Background: an optimization exercise with open tools, aiming at small area. Do not read the settings as production practice. Only simulation tests tie the RTL to the original design; equivalence was not proved. The clock input has no modelled driver; a real chip could not lean on it and would need a root buffer or a full tree. Power figures rest on the tool's default switching activity, not on a simulated workload.

==> flow/design.v <==
`timescale 1ns / 1ps
module UART_FIFO_Top #(
    parameter DATA_WIDTH = 8,
    parameter FIFO_DEPTH = 16,
    parameter ADDR_WIDTH = 4
)(
    input clk,
    input rst,
    input en,
    input push_in,
    input pop_in,
    input [DATA_WIDTH-1:0] din,
    input [3:0] threshold,
    output [DATA_WIDTH-1:0] dout,
    output empty,
    output full,
    output overrun,
    output underrun,
    output thr_trigger
);
reg [DATA_WIDTH-1:0] mem [0:FIFO_DEPTH-1];    
reg [ADDR_WIDTH-1:0] cnt;                     
reg empty_t, full_t, overrun_t, underrun_t, thr_t;
wire push = push_in & ~full_t;
wire pop  = pop_in & ~empty_t;
wire inc  = push & ~pop;
wire dec  = pop & ~push;
always @(posedge clk) begin
    if (push) begin
        mem[0] <= din;
        for (int i = 1; i < FIFO_DEPTH; i++)
            mem[i] <= mem[i-1];
    end
end
wire [FIFO_DEPTH-1:0] hit;
genvar g;
generate
    for (g = 0; g < FIFO_DEPTH; g = g + 1) begin : g_hit
        assign hit[g] = (cnt[3:2] == g / 4) & (cnt[1:0] == g % 4);
    end
endgenerate
wire [FIFO_DEPTH-1:0] sel = {hit[0], hit[FIFO_DEPTH-1:1]};
generate
    for (g = 0; g < DATA_WIDTH; g = g + 1) begin : g_rd
        wire [FIFO_DEPTH-1:0] col;
        for (genvar k = 0; k < FIFO_DEPTH; k = k + 1) begin : g_col
            assign col[k] = mem[k][g];
        end
        fifo_mux16 u_mux (.s(sel), .d(col), .y(dout[g]));
    end
endgenerate
wire [ADDR_WIDTH-1:0] tgl;
assign tgl[0] = inc | dec;
generate
    for (g = 1; g < ADDR_WIDTH; g = g + 1) begin : g_tgl
        assign tgl[g] = (inc & (&cnt[g-1:0])) | (dec & ~(|cnt[g-1:0]));
    end
endgenerate
wire [ADDR_WIDTH:0] cge;
assign cge[0] = 1'b1;
generate
    for (g = 0; g < ADDR_WIDTH; g = g + 1) begin : g_cge
        assign cge[g+1] = (cnt[g] & ~threshold[g]) | ((cnt[g] | ~threshold[g]) & cge[g]);
    end
endgenerate
wire thr_ge = cge[ADDR_WIDTH] | (hit[0] & full_t);
always @(posedge clk, posedge rst) begin
    if (rst) begin
        cnt <= {ADDR_WIDTH{1'b0}};
        empty_t <= 1'b1;
        full_t <= 1'b0;
        overrun_t <= 1'b0;
        underrun_t <= 1'b0;
        thr_t <= 1'b0;
    end else begin
        cnt <= cnt ^ tgl;
        overrun_t <= push_in & full_t;
        underrun_t <= pop_in & empty_t;
        if (inc) begin
            empty_t <= 1'b0;
            full_t <= hit[FIFO_DEPTH-1] | ~en;
        end else if (dec) begin
            full_t <= 1'b0;
            empty_t <= hit[1] | ~en;
        end
        if (inc | dec)
            thr_t <= thr_ge;
    end
end
assign empty = empty_t;
assign full = full_t;
assign overrun = overrun_t;
assign underrun = underrun_t;
assign thr_trigger = thr_t;
endmodule
module fifo_mux16 (
    input  [15:0] s,
    input  [15:0] d,
    output y
);
wire [5:0] t;
fifo_aoi222 u0 (.a0(s[0]),  .b0(d[0]),  .a1(s[1]),  .b1(d[1]),  .a2(s[2]),  .b2(d[2]),  .y(t[0]));
fifo_aoi222 u1 (.a0(s[3]),  .b0(d[3]),  .a1(s[4]),  .b1(d[4]),  .a2(s[5]),  .b2(d[5]),  .y(t[1]));
fifo_aoi222 u2 (.a0(s[6]),  .b0(d[6]),  .a1(s[7]),  .b1(d[7]),  .a2(s[8]),  .b2(d[8]),  .y(t[2]));
fifo_aoi222 u3 (.a0(s[9]),  .b0(d[9]),  .a1(s[10]), .b1(d[10]), .a2(s[11]), .b2(d[11]), .y(t[3]));
fifo_aoi222 u4 (.a0(s[12]), .b0(d[12]), .a1(s[13]), .b1(d[13]), .a2(s[14]), .b2(d[14]), .y(t[4]));
assign t[5] = ~(s[15] & d[15]);
assign y = ~&t;
endmodule
module fifo_aoi222 (
    input a0, b0, a1, b1, a2, b2,
    output y
);
assign y = ~((a0 & b0) | (a1 & b1) | (a2 & b2));
endmodule
clock: 5.0 ns
lec_check: 0
cap_margin: 20
core_margin: 2
core_utilization: 40
cts_buf_list: sky130_fd_sc_hd__clkbuf_4
slew_margin: 20
synth_hierarchical: 1
run.sh (not shown) runs the stock make flow with config.mk's settings and CLKGATE_MAP_FILE= SYNTH_SCRIPT=/design/flow/synth_recipe.tcl, a recipe that flattens the netlist after the stock synthesis.
Then changed:
- CTS_BUF_LIST: sky130_fd_sc_hd__clkbuf_4 -> sky130_fd_sc_hd__clkbuf_8
- CTS_CLUSTER_DIAMETER: not set -> 100
- CTS_CLUSTER_SIZE: not set -> 30
Synthesized cell count is unchanged.
Worst hold slack gets worse by 0.0069 ns.
Worst setup slack gets better by 0.091 ns.
Then changed:
- CTS_BUF_LIST: sky130_fd_sc_hd__clkbuf_8 -> sky130_fd_sc_hd__clkbuf_4
- CTS_CLUSTER_SIZE: 30 -> 20
The new run finished with timing, DRC and antenna clean.
Total power drops by 4.3%.
Cell area drops by 1.6%.
Combinational power hardly moves.
Clock skew climbs by 0.0032 ns.
Then changed:
- CTS_BUF_LIST: sky130_fd_sc_hd__clkbuf_4 -> not set
- CTS_CLUSTER_DIAMETER: 100 -> not set
- CTS_CLUSTER_SIZE: 20 -> not set
Outcome:
- The new run ran to the end with no violations
- clock-buffer cell count does not change
- register-to-register slack is about the same
- die area is unchanged
- area after synthesis stays the same
- wire length is higher by 1.6%
- global-route usage is unchanged


## run 1
UART_FIFO_Top, a different RTL version from the one above (not shown whole).
Settings: LEC_CHECK=0, CAP_MARGIN=0, CORE_MARGIN=2, CORE_UTILIZATION=50, SLEW_MARGIN=0, SYNTH_HIERARCHICAL=1; clock period 5.0 ns.
standard.sh (not shown) runs the stock make flow with config.mk's settings and CLKGATE_MAP_FILE= SYNTH_SCRIPT=/design/flow/synth_recipe.tcl, a recipe that flattens the netlist after the stock synthesis.
==> flow/flow/run.sh <==
#!/bin/bash
# The standard ORFS layout (the standard.sh), with three changes:
#  - the smallest buffer (buf_1) on each input and output port instead of
#    buffer_ports' default choice;
#  - after the floorplan, flow/downsize.tcl sets every combinational cell to
#    the smallest drive strength of its kind (placement's repair_design then
#    fixes any slew or capacitance this breaks);
#  - the clock tree is built by flow/cts_hook.tcl (a root clkbuf_8 feeding
#    CTS_NLEAF clkbuf_4 leaves over k-means clusters of the flip-flops)
#    instead of TritonCTS; the rest of ORFS's CTS step runs unchanged.
set -euo pipefail
export CTS_NLEAF=13
bash standard.sh \
  "BUFFER_PORTS_ARGS=-buffer_cell sky130_fd_sc_hd__buf_1" \
  "POST_FLOORPLAN_TCL=$(pwd)/flow/downsize.tcl" \
  "PRE_CTS_TCL=$(pwd)/flow/cts_hook.tcl" \
  finish > standard.log 2>&1
==> flow/flow/cts_hook.tcl <==
# Clock tree built here in place of TritonCTS: the flip-flops are split into
# CTS_NLEAF clusters of about equal size by k-means on their placed
# positions, each driven by one leaf buffer at its centre; a single root
# buffer, at the centre of the leaves and the only cell the clock port feeds,
# drives the leaves. ORFS's cts.tcl then legalizes and repairs timing as usual.
rename clock_tree_synthesis my_orig_clock_tree_synthesis
proc clock_tree_synthesis {args} {
  set nleaf [expr {[info exists ::env(CTS_NLEAF)] ? $::env(CTS_NLEAF) : 12}]
  set leaf_master_name [expr {[info exists ::env(CTS_LEAF_BUF)] ? $::env(CTS_LEAF_BUF) : "sky130_fd_sc_hd__clkbuf_4"}]
  set root_master_name [expr {[info exists ::env(CTS_ROOT_BUF)] ? $::env(CTS_ROOT_BUF) : "sky130_fd_sc_hd__clkbuf_8"}]
  set db [ord::get_db]
  set block [ord::get_db_block]
  set leaf_master [$db findMaster $leaf_master_name]
  set root_master [$db findMaster $root_master_name]
  set clk_net [$block findNet clk]
  # sinks: every instance pin on the clock net
  set sinks {}
  foreach it [$clk_net getITerms] {
    set inst [$it getInst]
    set bb [$inst getBBox]
    set x [expr {([$bb xMin] + [$bb xMax]) / 2.0}]
    set y [expr {([$bb yMin] + [$bb yMax]) / 2.0}]
    lappend sinks [list $it $x $y]
  }
  set n [llength $sinks]
  puts "custom CTS: $n sinks, $nleaf leaves"
  # k-means with a size cap: seed centres along a sorted order, then iterate
  set sorted [lsort -real -index 1 $sinks]
  set cx {}; set cy {}
  for {set k 0} {$k < $nleaf} {incr k} {
    set s [lindex $sorted [expr {int(($k + 0.5) * $n / $nleaf)}]]
    lappend cx [lindex $s 1]; lappend cy [lindex $s 2]
  }
  set cap [expr {int(ceil(double($n) / $nleaf))}]
  for {set iter 0} {$iter < 30} {incr iter} {
    # capacitated assignment: greedily by distance over all sink-centre pairs
    set pairs {}
    for {set i 0} {$i < $n} {incr i} {
      set s [lindex $sinks $i]
      for {set k 0} {$k < $nleaf} {incr k} {
        set d [expr {abs([lindex $s 1] - [lindex $cx $k]) + abs([lindex $s 2] - [lindex $cy $k])}]
        lappend pairs [list $d $i $k]
      }
    }
    set pairs [lsort -real -index 0 $pairs]
    set assign [lrepeat $n -1]
    set count [lrepeat $nleaf 0]
    set left $n
    foreach p $pairs {
      lassign $p d i k
      if {[lindex $assign $i] >= 0} continue
      if {[lindex $count $k] >= $cap} continue
      lset assign $i $k
      lset count $k [expr {[lindex $count $k] + 1}]
      incr left -1
      if {$left == 0} break
    }
    set sx [lrepeat $nleaf 0.0]; set sy [lrepeat $nleaf 0.0]
    for {set i 0} {$i < $n} {incr i} {
      set k [lindex $assign $i]
      set s [lindex $sinks $i]
      lset sx $k [expr {[lindex $sx $k] + [lindex $s 1]}]
      lset sy $k [expr {[lindex $sy $k] + [lindex $s 2]}]
    }
    for {set k 0} {$k < $nleaf} {incr k} {
      set c [lindex $count $k]
      if {$c > 0} {
        lset cx $k [expr {[lindex $sx $k] / $c}]
        lset cy $k [expr {[lindex $sy $k] / $c}]
      }
    }
  }
  puts "custom CTS: cluster sizes $count"
  # root buffer at the centre of the leaves
  set rx 0.0; set ry 0.0
  for {set k 0} {$k < $nleaf} {incr k} {
    set rx [expr {$rx + [lindex $cx $k]}]; set ry [expr {$ry + [lindex $cy $k]}]
  }
  set rx [expr {int($rx / $nleaf)}]; set ry [expr {int($ry / $nleaf)}]
  set root [odb::dbInst_create $block $root_master clkbuf_root]
  $root setLocation $rx $ry
  $root setPlacementStatus PLACED
  set root_net [odb::dbNet_create $block clknet_root]
  $root_net setSigType CLOCK
  [$root findITerm X] connect $root_net
  set leaf_nets {}
  for {set k 0} {$k < $nleaf} {incr k} {
    set b [odb::dbInst_create $block $leaf_master clkbuf_leaf_$k]
    $b setLocation [expr {int([lindex $cx $k])}] [expr {int([lindex $cy $k])}]
    $b setPlacementStatus PLACED
    set ln [odb::dbNet_create $block clknet_leaf_$k]
    $ln setSigType CLOCK
    [$b findITerm A] connect $root_net
    [$b findITerm X] connect $ln
    lappend leaf_nets $ln
  }
  for {set i 0} {$i < $n} {incr i} {
    set it [lindex [lindex $sinks $i] 0]
    $it disconnect
    $it connect [lindex $leaf_nets [lindex $assign $i]]
  }
  [$root findITerm A] connect $clk_net
  $clk_net setSigType CLOCK
  puts "custom CTS: done"
}
==> flow/flow/downsize.tcl <==
# Each combinational cell that synthesis gave more than the smallest drive
# strength is set back to the smallest one of its kind; placement's
# repair_design then sizes up or buffers whatever that leaves too weak.
set my_lib [lindex [get_libs *] 0]
set my_n 0
foreach inst [get_cells *] {
  set ref [get_property $inst ref_name]
  if {![regexp {^(sky130_fd_sc_hd__([a-z0-9]+))_([0-9]+)$} $ref -> base kind drive]} continue
  if {[regexp {^(df|edf|sdf|sedf|dl|tap|fill|decap|conb)} $kind]} continue
  set best $ref
  set best_area [get_property [get_lib_cells */$ref] area]
  foreach lc [get_lib_cells */${base}_*] {
    set name [get_property $lc name]
    if {![regexp "^${base}_\[0-9\]+\$" $name]} continue
    if {[get_property $lc dont_use]} continue
    set a [get_property $lc area]
    if {$a < $best_area} { set best $name; set best_area $a }
  }
  if {$best ne $ref} {
    replace_cell $inst [get_lib_cells */$best]
    incr my_n
  }
}
puts "downsize: $my_n cells set to their smallest drive strength"
Input changes introduced in run 2 (baseline for comparison: run 1):
- SLEW_MARGIN: 0 -> 20
- CAP_MARGIN: 0 -> 20
- CORE_UTILIZATION: 50 -> 40
==> flow/flow/run.sh <==
#!/bin/bash
# The standard ORFS layout (the standard.sh), with two changes:
#  - the smallest buffer (buf_1) on each input and output port instead of
#    buffer_ports' default choice;
#  - the clock tree is built by flow/cts_hook.tcl (a root clkbuf_8 feeding
#    CTS_NLEAF clkbuf_4 leaves over k-means clusters of the flip-flops)
#    instead of TritonCTS; the rest of ORFS's CTS step runs unchanged.
set -euo pipefail
export CTS_NLEAF=13
bash standard.sh \
  "BUFFER_PORTS_ARGS=-buffer_cell sky130_fd_sc_hd__buf_1" \
  "PRE_CTS_TCL=$(pwd)/flow/cts_hook.tcl" \
  finish > standard.log 2>&1
removed: flow/flow/downsize.tcl
Findings:
Between run 1 and run 2, switching portion of total power increased.
Taking run 1 as the reference, in run 2 final total power now sits higher, fraction of standard cell area that is sequential went down 0.46 points, number of rows in the core area went up by 4.
diff inputs: run 2 => run 3
==> flow/flow/run.sh <==
#!/bin/bash
# The standard ORFS layout (the standard.sh), with three changes:
#  - the smallest buffer (buf_1) on each input and output port instead of
#    buffer_ports' default choice;
#  - after the floorplan, flow/downsize.tcl sets every combinational cell to
#    the smallest drive strength of its kind (placement's repair_design then
#    fixes any slew or capacitance this breaks);
#  - the clock tree is built by flow/cts_hook.tcl (a root clkbuf_8 feeding
#    CTS_NLEAF clkbuf_4 leaves over k-means clusters of the flip-flops)
#    instead of TritonCTS; the rest of ORFS's CTS step runs unchanged.
set -euo pipefail
export CTS_NLEAF=13
bash standard.sh \
  "BUFFER_PORTS_ARGS=-buffer_cell sky130_fd_sc_hd__buf_1" \
  "POST_FLOORPLAN_TCL=$(pwd)/flow/downsize.tcl" \
  "PRE_CTS_TCL=$(pwd)/flow/cts_hook.tcl" \
  finish > standard.log 2>&1
==> flow/flow/downsize.tcl (new file) <==
# Each combinational cell that synthesis gave more than the smallest drive
# strength is set back to the smallest one of its kind; placement's
# repair_design then sizes up or buffers whatever that leaves too weak.
set my_lib [lindex [get_libs *] 0]
set my_n 0
foreach inst [get_cells *] {
  set ref [get_property $inst ref_name]
  if {![regexp {^(sky130_fd_sc_hd__([a-z0-9]+))_([0-9]+)$} $ref -> base kind drive]} continue
  if {[regexp {^(df|edf|sdf|sedf|dl|tap|fill|decap|conb)} $kind]} continue
  set best $ref
  set best_area [get_property [get_lib_cells */$ref] area]
  foreach lc [get_lib_cells */${base}_*] {
    set name [get_property $lc name]
    if {![regexp "^${base}_\[0-9\]+\$" $name]} continue
    if {[get_property $lc dont_use]} continue
    set a [get_property $lc area]
    if {$a < $best_area} { set best $name; set best_area $a }
  }
  if {$best ne $ref} {
    replace_cell $inst [get_lib_cells */$best]
    incr my_n
  }
}
puts "downsize: $my_n cells set to their smallest drive strength"
[summary]
- Run 3: full flow OK, the timing, design-rule and antenna checks passed
- Compared with run 2, in run 3 minimum hold slack went down by 0.0075 ns, via count went down by 55, delay of the slowest cell on the worst path went down by 0.11 ns, total internal power went down by 0.66%.
- Run 3 — largest net degree at the start of global routing 50 higher, run 2 as reference
- Of run 2 and run 3, the higher routability congestion estimate belongs to run 3.
- As far as number of sequential cells goes, run 3 and run 2 are indistinguishable; the numbers are identical.
- As far as count of buffering cells on the critical path with inverters included goes, run 3 and run 2 are indistinguishable; the numbers are identical.
- The final area of run 2 and that of run 3 are within noise of each other.
Relative to run 3, the following input files were edited for run 4:
diff --git a/flow/flow/run.sh b/flow/flow/run.sh
--- a/flow/flow/run.sh
+++ b/flow/flow/run.sh
@@ -10,5 +10,7 @@
 #    instead of TritonCTS; the rest of ORFS's CTS step runs unchanged.
 set -euo pipefail
-export CTS_NLEAF=13
+export CTS_NLEAF=16
+export CTS_LEAF_BUF=sky130_fd_sc_hd__clkinv_2
+export CTS_ROOT_BUF=sky130_fd_sc_hd__clkinv_8
 bash standard.sh \
   "BUFFER_PORTS_ARGS=-buffer_cell sky130_fd_sc_hd__buf_1" \
diff --git a/flow/flow/cts_hook.tcl b/flow/flow/cts_hook.tcl
--- a/flow/flow/cts_hook.tcl
+++ b/flow/flow/cts_hook.tcl
@@ -78,4 +78,11 @@
   }
   set rx [expr {int($rx / $nleaf)}]; set ry [expr {int($ry / $nleaf)}]
+  proc my_pin {inst dir} {
+    foreach it [$inst getITerms] {
+      if {$dir eq "INPUT" && [$it isInputSignal]} { return $it }
+      if {$dir eq "OUTPUT" && [$it isOutputSignal]} { return $it }
+    }
+    error "no $dir pin on [$inst getName]"
+  }
   set root [odb::dbInst_create $block $root_master clkbuf_root]
   $root setLocation $rx $ry
@@ -83,5 +90,5 @@
   set root_net [odb::dbNet_create $block clknet_root]
   $root_net setSigType CLOCK
-  [$root findITerm X] connect $root_net
+  [my_pin $root OUTPUT] connect $root_net
   set leaf_nets {}
   for {set k 0} {$k < $nleaf} {incr k} {
@@ -91,6 +98,6 @@
     set ln [odb::dbNet_create $block clknet_leaf_$k]
     $ln setSigType CLOCK
-    [$b findITerm A] connect $root_net
-    [$b findITerm X] connect $ln
+    [my_pin $b INPUT] connect $root_net
+    [my_pin $b OUTPUT] connect $ln
     lappend leaf_nets $ln
   }
@@ -100,5 +107,5 @@
     $it connect [lindex $leaf_nets [lindex $assign $i]]
   }
-  [$root findITerm A] connect $clk_net
+  [my_pin $root INPUT] connect $clk_net
   $clk_net setSigType CLOCK
   puts "custom CTS: done"
==> comparison <==
Fill cell total of the finished layout | run 4 above run 3. Compared to run 3, the router laid down more metal wire for run 4. Higher cell count was reported by run 4, not run 3. Number of global-route vias before repair delta (run 3 -> run 4): insignificant.
No run of this note takes its clock network from TritonCTS; it comes from the design's own scripts or RTL.

[re-timing with driven ports]
How much do the figures lean on ideal ports? The routed layouts below were timed once more, with nothing changed but the port constraints.
Step 1 assumes that a clkbuf_16 drives the clock port and a buf_2 every other input.
Step 2 moves the port delays by t, midway between the first and last clock arrival at a register: inputs arrive t later, outputs are due t later. That takes back most of the time a late clock gives input paths.
a / b / c = no drivers / after step 1 / after step 2; a / b = the first two.
run	shift t [ns]	slack for setup (ns)	hold slack, ns	worst setup path after step 2	worst slew at a driven data input, ns
the first run of note 1	0.540	0.858 / 0.823 / 1.364	0.459 / 0.459 / 0.459	register to output	0.03
the second run of note 1	0.454	0.949 / 0.916 / 1.370	0.452 / 0.452 / 0.452	register to output	0.03
the third run of note 1	0.540	0.858 / 0.823 / 1.364	0.459 / 0.459 / 0.459	register to output	0.03
the fourth run of note 1	0.444	0.967 / 0.932 / 1.375	0.444 / 0.444 / 0.444	register to output	0.03
run 1	0.444	1.456 / 1.424 / 1.868	0.436 / 0.436 / 0.436	register to output	0.03
run 2	0.440	1.371 / 1.338 / 1.778	0.460 / 0.460 / 0.460	register to output	0.04
run 3	0.426	1.509 / 1.476 / 1.902	0.452 / 0.452 / 0.452	register to output	0.03
run 4	0.314	1.651 / 1.597 / 1.911	0.454 / 0.454 / 0.454	register to output	0.03
After both steps setup and hold are still met in every run listed.
